Source: an optimization exercise on an open RTL-to-GDS flow (aim: small area). Production flows keep margins and buffers that such runs may drop.
The RTL was checked by simulation tests, not by an equivalence proof against the original design.
Power and IR drop assume default switching activity.

Setup of the baseline:
==> flow/design.v <==
module axi_peripheral_top #(
    parameter integer C_S_AXI_DATA_WIDTH = 32,
    parameter integer C_S_AXI_ADDR_WIDTH = 32,
    parameter integer CLK_FREQ_HZ        = 100_000_000,
    parameter integer NUM_LEDS           = 8
) (
input  wire                                  S_AXI_ACLK,
input  wire                                  S_AXI_ARESETN,
input  wire [C_S_AXI_ADDR_WIDTH-1:0]        S_AXI_AWADDR,
input  wire [2:0]                            S_AXI_AWPROT,
input  wire                                  S_AXI_AWVALID,
output wire                                  S_AXI_AWREADY,
input  wire [C_S_AXI_DATA_WIDTH-1:0]        S_AXI_WDATA,
input  wire [(C_S_AXI_DATA_WIDTH/8)-1:0]    S_AXI_WSTRB,
input  wire                                  S_AXI_WVALID,
output wire                                  S_AXI_WREADY,
output wire [1:0]                            S_AXI_BRESP,
output wire                                  S_AXI_BVALID,
input  wire                                  S_AXI_BREADY,
input  wire [C_S_AXI_ADDR_WIDTH-1:0]        S_AXI_ARADDR,
input  wire [2:0]                            S_AXI_ARPROT,
input  wire                                  S_AXI_ARVALID,
output wire                                  S_AXI_ARREADY,
output wire [C_S_AXI_DATA_WIDTH-1:0]        S_AXI_RDATA,
output wire [1:0]                            S_AXI_RRESP,
output wire                                  S_AXI_RVALID,
input  wire                                  S_AXI_RREADY,
output wire [NUM_LEDS-1:0]                   leds,
output wire [6:0]                            seg_cathode,
output wire [3:0]                            seg_anode,
output wire                                  irq_out,
input  wire                                  ext_irq_in
);
wire rstn = S_AXI_ARESETN;
reg [1:0] ws;
reg       awr, wwr;
wire      w_resp = ws[0] & ws[1];
wire      cap_aw = ~ws[0] & S_AXI_AWVALID;
wire      cap_w  = ~ws[1] & S_AXI_WVALID;
wire      we     = w_resp & (awr | wwr);
always @(posedge S_AXI_ACLK) begin
    if (!rstn) begin
        ws  <= 2'b00;
        awr <= 1'b0;
        wwr <= 1'b0;
    end else begin
        if (w_resp) begin
            ws <= {2{~S_AXI_BREADY}};
        end else begin
            ws <= {ws[1] | S_AXI_WVALID, ws[0] | S_AXI_AWVALID};
        end
        awr <= cap_aw;
        wwr <= cap_w;
    end
end
wire       aw_hit = ~|{S_AXI_AWADDR[31:5], S_AXI_AWADDR[1:0]};
reg  [2:0] wcode;
reg [15:0] wdat;
reg  [1:0] wstb;
always @(posedge S_AXI_ACLK) begin
    if (!ws[0]) wcode <= aw_hit ? S_AXI_AWADDR[4:2] : 3'b111;
    if (!ws[1]) begin
        wdat <= S_AXI_WDATA[15:0];
        wstb <= S_AXI_WSTRB[1:0];
    end
end
wire sel_led = (wcode == 3'd0);
wire sel_seg = (wcode == 3'd1);
wire sel_en  = (wcode == 3'd2);
wire sel_clr = (wcode == 3'd4);
reg  [7:0] leds_r;      
reg        led_wr;      
reg [15:0] seg;
reg        irq_en;
reg        irq_st;
wire       irq_set;
wire led_we  = we & sel_led & wstb[0];
wire seg_we0 = we & sel_seg & wstb[0];
wire seg_we1 = we & sel_seg & wstb[1];
wire en_we   = we & sel_en  & wstb[0];
wire clr     = we & sel_clr & wstb[0] & wdat[0];
wire  [1:0] sw_ld  = {rstn & seg_we1, rstn & seg_we0};
wire  [1:0] sw_hd  = {rstn & ~seg_we1, rstn & ~seg_we0};
wire [15:0] seg_n  = ({{8{sw_ld[1]}}, {8{sw_ld[0]}}} & wdat) | ({{8{sw_hd[1]}}, {8{sw_hd[0]}}} & seg);
wire        en_n   = rstn & (en_we ? wdat[0] : irq_en);
wire        st_n   = rstn & ~clr & (irq_st | irq_set);
wire        lw_ld  = rstn & led_wr;
wire        lw_hd  = rstn & ~led_wr;
wire  [7:0] leds_n = ({8{lw_ld}} & wdat[7:0]) | ({8{lw_hd}} & leds_r);
always @(posedge S_AXI_ACLK) begin
    leds_r <= leds_n;
    led_wr <= rstn & led_we;
    seg    <= seg_n;
    irq_en <= en_n;
    irq_st <= st_n;
end
assign leds    = leds_r;
assign irq_out = irq_st & irq_en;
reg  [1:0] rs;
reg [15:0] rdat;
always @(posedge S_AXI_ACLK) begin
    if (!rstn) begin
        rs <= 2'b00;
    end else begin
        rs[0] <= ~rs[1] & (rs[0] | S_AXI_ARVALID);
        rs[1] <= rs[0] | (rs[1] & ~S_AXI_RREADY);
    end
end
wire ar_hit = ~|{S_AXI_ARADDR[31:5], S_AXI_ARADDR[1:0]};
reg [2:0] rcode;
always @(posedge S_AXI_ACLK) begin
    if (rs == 2'b00) rcode <= ar_hit ? {1'b0, S_AXI_ARADDR[3:2]} | {S_AXI_ARADDR[4], 2'b00} : 3'b100;
end
wire r_led = (rcode == 3'd0);
wire r_seg = (rcode == 3'd1);
wire r_en  = (rcode == 3'd2);
wire r_st  = (rcode == 3'd3);
wire rs_idle = ~rs[1];                  
wire rs_w2   = rs[1] & rs[0];
wire e_seg   = rs_idle & r_seg;
wire e_led   = ~(rs[1] & ~rs[0]) & r_led;
wire e_hold  = rs[1] & ~(rs_w2 & r_led);
wire e_en    = rs_idle & r_en;
wire e_st    = rs_idle & r_st;
always @(posedge S_AXI_ACLK) begin
    rdat[15:8] <= ({8{e_seg}} & seg[15:8]) | ({8{rs[1]}} & rdat[15:8]);
    rdat[7:1]  <= ({7{e_seg}} & seg[7:1]) | ({7{e_led}} & leds_r[7:1]) | ({7{e_hold}} & rdat[7:1]);
    rdat[0]    <= (e_seg & seg[0]) | (e_led & leds_r[0]) | (e_en & irq_en) | (e_st & irq_st) | (e_hold & rdat[0]);
end
assign S_AXI_AWREADY = awr;
assign S_AXI_WREADY  = wwr;
assign S_AXI_BVALID  = w_resp;
assign S_AXI_BRESP   = 2'b00;
assign S_AXI_ARREADY = rs[0] & ~rs[1];
assign S_AXI_RVALID  = rs[1] & ~rs[0];
assign S_AXI_RDATA   = {16'h0000, rdat};
assign S_AXI_RRESP   = 2'b00;
reg [14:0] sc;
reg  [1:0] dsel;   
wire       sc_end = ((sc & 15'h7fcf) == (15'h2d68 & 15'h7fcf));
always @(posedge S_AXI_ACLK) begin
    if (!rstn || sc_end) sc <= 15'h0000;
    else                 sc <= {~sc[13:0], ~(sc[14] ^ sc[13])};
    if (!rstn)       dsel <= 2'b00;
    else if (sc_end) dsel <= {dsel[0], ~dsel[1]};
end
reg [3:0] nib;
always @(*) begin
    case (dsel)
        2'b00: nib = seg[3:0];
        2'b01: nib = seg[7:4];
        2'b11: nib = seg[11:8];
        default: nib = seg[15:12];
    endcase
end
wire [111:0] hex7 = {7'b0001110, 7'b0000110, 7'b0100001, 7'b1000110, 7'b0000011, 7'b0001000, 7'b0010000, 7'b0000000, 7'b1111000, 7'b0000010, 7'b0010010, 7'b0011001, 7'b0110000, 7'b0100100, 7'b1111001, 7'b1000000};
assign seg_cathode = hex7[nib*7 +: 7];
assign seg_anode   = {~(dsel[1] & ~dsel[0]), ~(dsel[1] & dsel[0]), ~(~dsel[1] & dsel[0]), ~(~dsel[1] & ~dsel[0])};
reg        sy1, sy2, stab;
reg [16:0] dc;
reg  [1:0] tm;    
wire       diff  = sy2 ^ stab;
wire       dc_end = ((dc & 17'h1beff) == (17'h067b2 & 17'h1beff));
wire       acc   = diff & dc_end;
always @(posedge S_AXI_ACLK) begin
    if (!rstn) begin
        sy1  <= 1'b0;
        sy2  <= 1'b0;
        stab <= 1'b0;
        tm   <= 2'b00;
    end else begin
        sy1  <= ext_irq_in;
        sy2  <= sy1;
        if (acc) stab <= sy2;
        tm[0] <= ~tm[1] & (tm[0] | (acc & sy2));
        tm[1] <= tm[0];
    end
    if (!diff || dc_end) dc <= 17'h00000;
    else                          dc <= {~dc[15:0], ~(dc[16] ^ dc[13])};
end
assign irq_set = tm[1] & ~tm[0];
endmodule
==> flow/config.mk <==
export PLATFORM = sky130hd
export DESIGN_NAME = axi_peripheral_top
export DESIGN_NICKNAME = axi_peripheral_top
export VERILOG_FILES = /design/flow/design.v
export SDC_FILE = /design/flow/constraint.sdc
export NUM_CORES = 4
export LEC_CHECK = 0
export CAP_MARGIN = 20
export CORE_MARGIN = 2
export CORE_UTILIZATION = 40
export SLEW_MARGIN = 20
==> flow/constraint.sdc <==
create_clock -name core_clock -period 10.0 [get_ports {S_AXI_ACLK}]
set_input_delay 2.0000 -clock core_clock [delete_from_list [all_inputs] [get_ports {S_AXI_ACLK}]]
set_output_delay 2.0000 -clock core_clock [all_outputs]
set_load 0.01 [all_outputs]
standard.sh (not shown) runs the stock make flow with config.mk's settings and CLKGATE_MAP_FILE= SYNTH_SCRIPT=/design/flow/synth_recipe.tcl, a recipe that flattens the netlist after the stock synthesis.
==> flow/flow/run.sh <==
#!/bin/bash
# Own layout flow: the standard ORFS flow (standard.sh) with three changes.
#  1. Synthesis: ORFS's synth.tcl as the standard flow's synth_recipe.tcl runs it, except
#     that the combinational mapping uses an area-oriented ABC script
#     (flow/area.abc) and full-adder extraction is skipped.  Registers are
#     untouched; the flow checks that the register instances (names and cell
#     types) equal those of the standard synthesis, and falls back to the
#     standard synthesis if they do not.
#  2. Placement buffers every input and output port with buf_1.
#  3. Clock tree synthesis uses clkbuf_8 and no dummy loads.
# Every tool's output goes to a log file in this folder (and ORFS's own
# per-step logs under orfs/logs).
set -euo pipefail
W=$PWD
FLOWDIR=$W/flow

# --- synthesis script with the area ABC script -----------------------------
sed -e 's|log_cmd abc {\*}$abc_args|log_cmd abc {*}[lreplace $abc_args 1 1 '"$FLOWDIR/area.abc"']|' \
    -e 's|^# Technology mapping of adders|set ::env(ADDER_MAP_FILE) ""\n# Technology mapping of adders|' \
    "$FLOW_HOME/scripts/synth.tcl" > "$W/synth_area.tcl"
grep -q "lreplace" "$W/synth_area.tcl"
grep -q 'ADDER_MAP_FILE) ""' "$W/synth_area.tcl"
sed "s|source \$::env(SCRIPTS_DIR)/synth.tcl|source $W/synth_area.tcl|" synth_recipe.tcl > "$W/area_synth.tcl"
grep -q "synth_area.tcl" "$W/area_synth.tcl"
grep -q "SYNTH_SCRIPT=[^ ]*synth_recipe.tcl" standard.sh
sed "s|SYNTH_SCRIPT=[^ ]*synth_recipe.tcl|SYNTH_SCRIPT=$W/area_synth.tcl|" standard.sh > "$W/area_standard.sh"

# --- the standard synthesis, for its list of registers ----------------------
sed -e "s|WORK_HOME=[^ ]*|WORK_HOME=$W/ref|" standard.sh > "$W/ref_standard.sh"
bash "$W/ref_standard.sh" synth > "$W/ref_synth.log" 2>&1
regs() { grep -E '^ *sky130_fd_sc_hd__[a-z]*df[a-z0-9_]* ' "$1" | awk '{print $1, $2}' | sort; }
REF=$W/ref/results/$FLOW_PLATFORM/axi_peripheral_top/base/1_2_yosys.v
regs "$REF" > "$W/regs_standard.txt"

export BUFFER_PORTS_ARGS="-buffer_cell sky130_fd_sc_hd__buf_1"
export CTS_ARGS="-sink_clustering_enable -repair_clock_nets -buf_list sky130_fd_sc_hd__clkbuf_8 -dont_use_dummy_load"

# --- area synthesis, then the rest of the flow ------------------------------
bash "$W/area_standard.sh" synth > "$W/area_synth.log" 2>&1
OUT=$W/orfs/results/$FLOW_PLATFORM/axi_peripheral_top/base/1_2_yosys.v
regs "$OUT" > "$W/regs_area.txt"
if ! cmp -s "$W/regs_standard.txt" "$W/regs_area.txt" || [ ! -s "$W/regs_area.txt" ]; then
  echo "registers differ from the standard synthesis: using the standard synthesis" | tee "$W/fallback.txt"
  rm -rf "$W/orfs"
  bash standard.sh synth > "$W/standard_synth.log" 2>&1
fi
bash standard.sh > "$W/standard_flow.log" 2>&1
Other scripts of this flow, unchanged in this note and not shown: flow/flow/area.abc
> inputs changed (the baseline -> the candidate)
Settings: setting PLACE_DENSITY to 0.75 for the first time; changing CORE_UTILIZATION from 40 to 65.
--- a/flow/flow/run.sh
+++ b/flow/flow/run.sh
@@ -10,0 +11 @@
+#  4. One tie-low cell drives all constant outputs (no per-load tie copies).
@@ -35,0 +37 @@
+export SKIP_REPAIR_TIE_FANOUT=1
--- outcome ---
When the final numbers for the baseline and the candidate were put side by side, the share of total power in sequential cells turned out to be greater in the candidate.
In the metrics for the baseline and the candidate, the one carrying the higher setup slack of the most critical reg-to-reg path is the candidate.
The candidate: half-perimeter wire length after placement lower than the baseline
In the final reports, the cell area of the candidate is smaller than that of the baseline.
Diff the baseline -> the candidate: post-route clock period utilization climbed 0.63 points; layout overhead on the synthesized area went down; core box area has decreased; worst relative slew slack grew by 0.58 points.
Looking at die extent in y across the baseline and the candidate, the one that comes out higher is the baseline.

## static timing again, ports no longer ideal
No port has a modelled driver above. Below, the same layouts with a new extraction and two added sets of constraints. Step 1 sets driving cells, clkbuf_16 on the clock port and buf_2 on the other inputs (assumed; they add their load-dependent delay and slew). Step 2 adds t to the input delays and takes it off the output delays; t is the mean of the earliest and latest rising clock arrival at the registers after step 1. Input paths then give back, and output paths get back, about the clock's delay inside the block. Slacks: ideal / step 1 / step 2; pairs: ideal / step 1.
run | shift t [ns] | setup WS [ns] | worst setup path after step 2 | clock arrival spread, ns
the baseline | 0.376 | 5.553 / 5.522 / 5.605 | input to register | 0.024 / 0.024
the candidate | 0.370 | 5.490 / 5.463 / 5.619 | input to register | 0.030 / 0.030
After both steps setup and hold are still met in every run listed.
